This design comes from an exercise in tuning for small area, a short achievable clock period and few clock cycles per item on the open sky130 flow, not from production work.
At most, simulation tests tie the RTL to the original design; equivalence was not proved.

## nr_div
module nr_div (
    input rstn,
    input clk,
    input [23:0] d,
    input in_valid,
    output in_ready,
    output reg [23:0] out,
    output reg out_valid,
    input out_ready
);
Size: about 54 I/O pins, about 45000 um2 of cells after synthesis.
Settings: LEC_CHECK=0, CAP_MARGIN=20, CORE_MARGIN=2, CORE_UTILIZATION=40, SETUP_SLACK_MARGIN=3.7, SLEW_MARGIN=20; clock period 8.0 ns.
standard.sh (not shown) runs the stock make flow with config.mk's settings and CLKGATE_MAP_FILE= SYNTH_SCRIPT=/design/flow/synth_recipe.tcl, a recipe that flattens the netlist after the stock synthesis.
==> flow/flow/run.sh <==
#!/bin/bash
# Standard layout, with one extra step between synthesis and floorplan:
# invopt.py re-polarises full adders (a full adder is self-dual) so that the
# netlist needs fewer inverters around them.  Registers are untouched.
set -euo pipefail
R=orfs/results/${FLOW_PLATFORM}/nr_div/base
bash standard.sh synth > synth.log 2>&1
cp "$R/1_2_yosys.v" "$R/1_2_yosys.std.v"
python3 flow/invopt.py "$R/1_2_yosys.std.v" "$R/1_2_yosys.v" > invopt.log 2>&1
rm -f "$R/1_synth.odb" "$R/1_synth.sdc"
bash standard.sh > layout.log 2>&1
Other scripts of this flow, unchanged in this note and not shown: flow/flow/invopt.py
Next try:
--- a/flow/design.v
+++ b/flow/design.v
@@ -24,19 +24,18 @@
     reg [26:0] pa3_a, pa3_b;
     reg [11:0] ea4;
     reg [30:0] qb5_a, qb5_b;
     reg [21:0] pb7_a, pb7_b;
     reg [6:0]  eb8;
     reg [31:0] zc9_a, zc9_b;
     reg        sbusy;                    
     reg [2:0]  ph;                       
     reg [4:0]  cnt;
-    reg [15:0] sM;
     reg [16:0] sZ, sB, sA;
     wire sdone = (ph == 3'd0);
     wire en = (!out_valid | out_ready) & !(v9 & f9 & !sdone);
     assign in_ready = (!out_valid | out_ready) & !sbusy;
     wire [15:0] m1 = x1 + {15'd0, s1};
     wire za_s1 = x1[0] ^ s1 ^ ~x1[4];
     wire za_c2 = (x1[0] & s1) | (x1[0] & ~x1[4]) | (s1 & ~x1[4]);
     wire za_s3 = x1[1] ^ ~x1[5] ^ x1[9];
     wire za_c4 = (x1[1] & ~x1[5]) | (x1[1] & x1[9]) | (~x1[5] & x1[9]);
@@ -1588,20 +1587,24 @@
     wire zc_s1535 = s8 ^ 1'b1;
     wire zc_c1536 = s8 & 1'b1;
     wire [31:0] zc_a = {zc_c1534, zc_c1532, zc_c1530, zc_c1528, zc_c1526, zc_c1524, zc_c1522, zc_c1520, zc_c1518, zc_c1516, zc_c1514, zc_c1512, zc_c1510, zc_c1508, zc_c1506, zc_c1504, zc_c1502, zc_c1500, zc_c1498, zc_c1496, zc_c1494, zc_c1492, zc_c1490, zc_c1488, zc_c1486, zc_c1484, zc_c1482, zc_c1480, zc_c1478, zc_c1476, zc_c1474, zc_s1473};
     wire [31:0] zc_b = {zc_s1535, zc_s1533, zc_s1531, zc_s1529, zc_s1527, zc_s1525, zc_s1523, zc_s1521, zc_s1519, zc_s1517, zc_s1515, zc_s1513, zc_s1511, zc_s1509, zc_s1507, zc_s1505, zc_s1503, zc_s1501, zc_s1499, zc_s1497, zc_s1495, zc_s1493, zc_s1491, zc_s1489, zc_s1487, zc_s1485, zc_s1483, zc_s1481, zc_s1479, zc_s1477, zc_s1475, 1'b1};
     wire [31:0] zc9 = zc9_a + zc9_b;
     wire [15:0] sm  = s9 ? (~sZ[16:1] + 16'd1) : sZ[16:1];
     wire [15:0] om  = f9 ? sm : zc9[31:16];
     wire [23:0] r9  = {om, ex9};
     always @(posedge clk) begin
-        if (en) begin
+        if (acc) begin
             s1 <= d[23]; x1 <= d[23:8] ^ {16{d[23]}}; dl1 <= d[7:0];
+        end
+    end
+    always @(posedge clk) begin
+        if (en) begin
             s2 <= s1; ex2 <= 8'd1 - dl1; z2 <= z1[15:0]; mp2 <= m1[13:0]; z2h <= z1[16]; m2h <= m1[15:14];
             s3 <= s2; ex3 <= ex2; z3 <= z2; mp3 <= mp2; pa3_a <= pa_a; pa3_b <= pa_b;
             s4 <= s3; ex4 <= ex3; z4 <= z3; mp4 <= mp3; ea4 <= e1n;
             s5 <= s4; ex5 <= ex4; mp5 <= mp4; qb5_a <= qb_a; qb5_b <= qb_b;
             s6 <= s5; ex6 <= ex5; z6 <= qb5[30:15]; mp6 <= mp5;
             s7 <= s6; ex7 <= ex6; z7 <= z6; pb7_a <= pb_a; pb7_b <= pb_b;
             s8 <= s7; ex8 <= ex7; zz8 <= z7 ^ {16{s7}}; eb8 <= e2n;
             s9 <= s8; ex9 <= ex8; zc9_a <= zc_a; zc9_b <= zc_b;
         end
@@ -1639,28 +1642,28 @@
             ph <= 0;
         end else if (sstart) begin
             ph <= 1;
         end else if (ph != 0 && cnt == 5'd17) begin
             ph <= (ph == 3'd4) ? 3'd0 : ph + 3'd1;
         end
     end
     always @(posedge clk) begin
         if (sstart) begin
-            sM <= m2; sZ <= {z2h, z2}; sB <= {1'b0, m2}; sA <= 0; cnt <= 0;
+            sZ <= {z2h, z2}; sB <= {1'b0, m2}; sA <= 0; cnt <= 0;
         end else if (ph != 0) begin
             if (cnt == 5'd17) begin
                 cnt <= 0;
                 sA <= 0;
                 if (ph[0]) begin
                     sB <= sT;
                 end else begin
                     sZ <= sH;
-                    sB <= {1'b0, sM};
+                    sB <= {1'b0, m2};
                 end
             end else begin
                 cnt <= cnt + 5'd1;
                 sA <= ssum[17:1];
                 sB <= {ssum[0], sB[16:1]};
             end
         end
     end
 endmodule
Final area came out lower by 0.69%.
Non-clock buffer count shrinks by 20.
Via count grows by about 1.3%.
Routed wire length went up by about 1.5%.
Core utilization shrinks by 0.19 points.
Die area is lower by 0.59%.
Worst setup slack is better by 42 ps.
Register-to-register slack is better by 40 ps.
Function was not checked in any run of this note: the RTL went through the layout flow alone.

========
## the reference run
nr_div, a different RTL version from the one above (not shown whole).
Size in the first run: ~3600 cells after synthesis, about 0.043 mm^2 of cells after synthesis.
## nr_div
module nr_div (
    input rstn,
    input clk,
    input [23:0] d,
    input in_valid,
    output in_ready,
    output reg [23:0] out,
    output reg out_valid,
    input out_ready
);
export LEC_CHECK = 0
export CAP_MARGIN = 20
export CORE_MARGIN = 2
export CORE_UTILIZATION = 40
export SETUP_SLACK_MARGIN = 4.0
export SLEW_MARGIN = 20
create_clock -name core_clock -period 8.0 [get_ports {clk}]
==> flow/flow/run.sh <==
#!/bin/bash
# Standard layout, with one extra step between synthesis and floorplan:
# invopt.py re-polarises full and half adders so that the
# netlist needs fewer inverters around them.  Registers are untouched.
set -euo pipefail
R=orfs/results/${FLOW_PLATFORM}/nr_div/base
bash standard.sh synth > synth.log 2>&1
cp "$R/1_2_yosys.v" "$R/1_2_yosys.std.v"
python3 flow/invopt.py "$R/1_2_yosys.std.v" "$R/1_2_yosys.v" > invopt.log 2>&1
rm -f "$R/1_synth.odb" "$R/1_synth.sdc"
bash standard.sh > layout.log 2>&1
Other scripts of this flow, unchanged in this note and not shown: flow/flow/invopt.py
Here is what was changed in the inputs of the trial run compared with the reference run.
--- a/flow/design.v
+++ b/flow/design.v
@@ -30,16 +30,19 @@
     reg        pb7_c;
     reg [6:0]  eb8;
     reg [31:7] zc9_a, zc9_b;
     reg        zc9_c;
     reg        sbusy;                    
     reg [2:0]  ph;                       
     reg [4:0]  cnt;
-    reg [16:0] sZ, sB, sA;
-    wire sdone = (ph == 3'd0);
+    wire [16:0] sZ = {mp3[0], z3};
+    wire [16:0] sB = {mp3[1], z4};
+    wire [16:0] sA = {mp3[4:2], mp4};
+    reg  [16:0] sZ_n, sB_n, sA_n;
+    wire sdone = (ph == 3'd5);
     wire en = (!out_valid | out_ready) & !(v9 & f9 & !sdone);
     assign in_ready = (!out_valid | out_ready) & !sbusy;
     wire [15:0] m1 = x1 + {15'd0, s1};
     wire za_s1 = x1[0] ^ s1 ^ ~x1[4];
     wire za_c2 = (x1[0] & s1) | (x1[0] & ~x1[4]) | (s1 & ~x1[4]);
     wire za_s3 = x1[1] ^ ~x1[5] ^ x1[9];
     wire za_c4 = (x1[1] & ~x1[5]) | (x1[1] & x1[9]) | (~x1[5] & x1[9]);
@@ -1611,14 +1614,18 @@
             s3 <= s2; ex3 <= ex2; z3 <= z2; mp3 <= mp2; pa3_a <= pa_a[26:8]; pa3_b <= pa_b[26:8]; pa3_c <= pa_lo[8];
             s4 <= s3; ex4 <= ex3; z4 <= z3; mp4 <= mp3; ea4 <= e1n;
             s5 <= s4; ex5 <= ex4; mp5 <= mp4; qb5_a <= qb_a[30:8]; qb5_b <= qb_b[30:8]; qb5_c <= qb_lo[8];
             s6 <= s5; ex6 <= ex5; z6 <= qb5[30:15]; mp6 <= mp5;
             s7 <= s6; ex7 <= ex6; z7 <= z6; pb7_a <= pb_a[21:8]; pb7_b <= pb_b[21:8]; pb7_c <= pb_lo[8];
             s8 <= s7; ex8 <= ex7; zz8 <= z7 ^ {16{s7}}; eb8 <= e2n;
             s9 <= s8; ex9 <= ex8; zc9_a <= zc_a[31:7]; zc9_b <= zc_b[31:7]; zc9_c <= zc_lo[7];
+        end else if (srun) begin
+            {mp3[0], z3} <= sZ_n;
+            {mp3[1], z4} <= sB_n;
+            {mp3[4:2], mp4} <= sA_n;
         end
     end
     wire push = en & v9;
     wire pop  = out_valid & out_ready;
     always @(posedge clk) begin
         if (!rstn) begin
             v1 <= 0; v2 <= 0; v3 <= 0; v4 <= 0; v5 <= 0; v6 <= 0; v7 <= 0; v8 <= 0; v9 <= 0;
@@ -1636,47 +1643,42 @@
     end
     always @(posedge clk) begin
         if (en) begin
             f1 <= !in_norm; f2 <= f1; f3 <= f2; f4 <= f3; f5 <= f4; f6 <= f5; f7 <= f6; f8 <= f7; f9 <= f8;
         end
         if (push) out <= r9;
     end
-    wire        sstart = en & v2 & f2;
+    wire        sstart = v9 & f9 & (ph == 3'd0);
+    wire        srun = sstart | (ph != 3'd0 && ph != 3'd5);
     wire [15:0] m2 = {m2h, mp2};
     wire [17:0] ssum = {1'b0, sA} + (sB[0] ? {1'b0, sZ} : 18'd0);
     wire [16:0] sH = {sA[14:0], sB[16:15]};
     wire [16:0] sT = (~sH + {16'd0, ~|sB[14:0]}) ^ 17'h10000;
+    always @(*) begin
+        sZ_n = sZ; sB_n = {ssum[0], sB[16:1]}; sA_n = ssum[17:1];
+        if (sstart) begin
+            sZ_n = {z2h, z2}; sB_n = {1'b0, m2}; sA_n = 17'd0;
+        end else if (cnt == 5'd17) begin
+            sA_n = 17'd0;
+            if (ph[0]) begin
+                sB_n = sT;
+            end else begin
+                sZ_n = sH;
+                sB_n = {1'b0, m2};
+            end
+        end
+    end
     always @(posedge clk) begin
         if (!rstn) begin
             ph <= 0;
             cnt <= 0;
         end else if (sstart) begin
             ph <= 1;
-        end else if (ph != 0 && cnt == 5'd17) begin
-            ph <= (ph == 3'd4) ? 3'd0 : ph + 3'd1;
-        end
-        if (rstn) begin
-            if (sstart) cnt <= 0;
-            else if (ph != 0) cnt <= (cnt == 5'd17) ? 5'd0 : cnt + 5'd1;
-        end
-    end
-    always @(posedge clk) begin
-        if (!rstn) begin
-            sA <= 0;                     
-        end else if (sstart) begin
-            sZ <= {z2h, z2}; sB <= {1'b0, m2}; sA <= 0;
-        end else if (ph != 0) begin
-            if (cnt == 5'd17) begin
-                sA <= 0;
-                if (ph[0]) begin
-                    sB <= sT;
-                end else begin
-                    sZ <= sH;
-                    sB <= {1'b0, m2};
-                end
-            end else begin
-                sA <= ssum[17:1];
-                sB <= {ssum[0], sB[16:1]};
-            end
+            cnt <= 0;
+        end else if (srun) begin
+            cnt <= (cnt == 5'd17) ? 5'd0 : cnt + 5'd1;
+            if (cnt == 5'd17) ph <= ph + 3'd1;
+        end else if (sdone & push) begin
+            ph <= 0;
         end
     end
 endmodule
==> comparison <==
When the final numbers for the reference run and the trial run were put side by side, the instance area at placement turned out to be greater in the reference run.
Wire length for the trial run: 3.1% up relative to the reference run
Summary of the trial run over the reference run: cell area after layout shrank by about 3.5%; cell count shrank by about 1.4%; setup slack shrank by 0.043 ns.
Maximum clock skew at final layout ends up lower on the reference run.
Testbench counts of the trial run, summed over its fixed seeds: cycles 2,128, items 2,048.
Function not checked in the reference run: the RTL went through the layout flow alone.

[port drivers added, routing unchanged]
In the flow no input, the clock included, has a driving cell. The finished layouts below were timed again as built, in two steps. Step 1, drivers: a clkbuf_16 drives clk and a buf_2 each remaining input, both assumed. Step 2 times the ports against the registers' clock, not the clock port: input delays grow and output delays shrink by t, the midpoint of the rising clock arrivals with the driver on. Slacks: no drivers / after step 1 / after step 2; pairs: no drivers / after step 1.
| run | t, ns | slack for setup (ns) | hold WS [ns] | slew at the worst register clock pin (ns) |
|---|---|---|---|---|
| the first run of note 1 | 0.693 | 3.765 / 3.765 / 3.312 | 0.403 / 0.403 / 0.403 | 0.06 / 0.06 |
| the second run of note 1 | 0.686 | 3.807 / 3.807 / 3.265 | 0.414 / 0.414 / 0.414 | 0.07 / 0.07 |
| the reference run | 0.673 | 4.008 / 4.008 / 4.008 | 0.407 / 0.407 / 0.407 | 0.07 / 0.07 |
| the trial run | 0.700 | 3.964 / 3.964 / 3.570 | 0.413 / 0.413 / 0.413 | 0.07 / 0.07 |
After both steps every run listed still meets setup and hold. The setup slack of the second run of note 1, which loses most, moves by 0.000 ns with the drivers and by -0.542 ns with both steps.
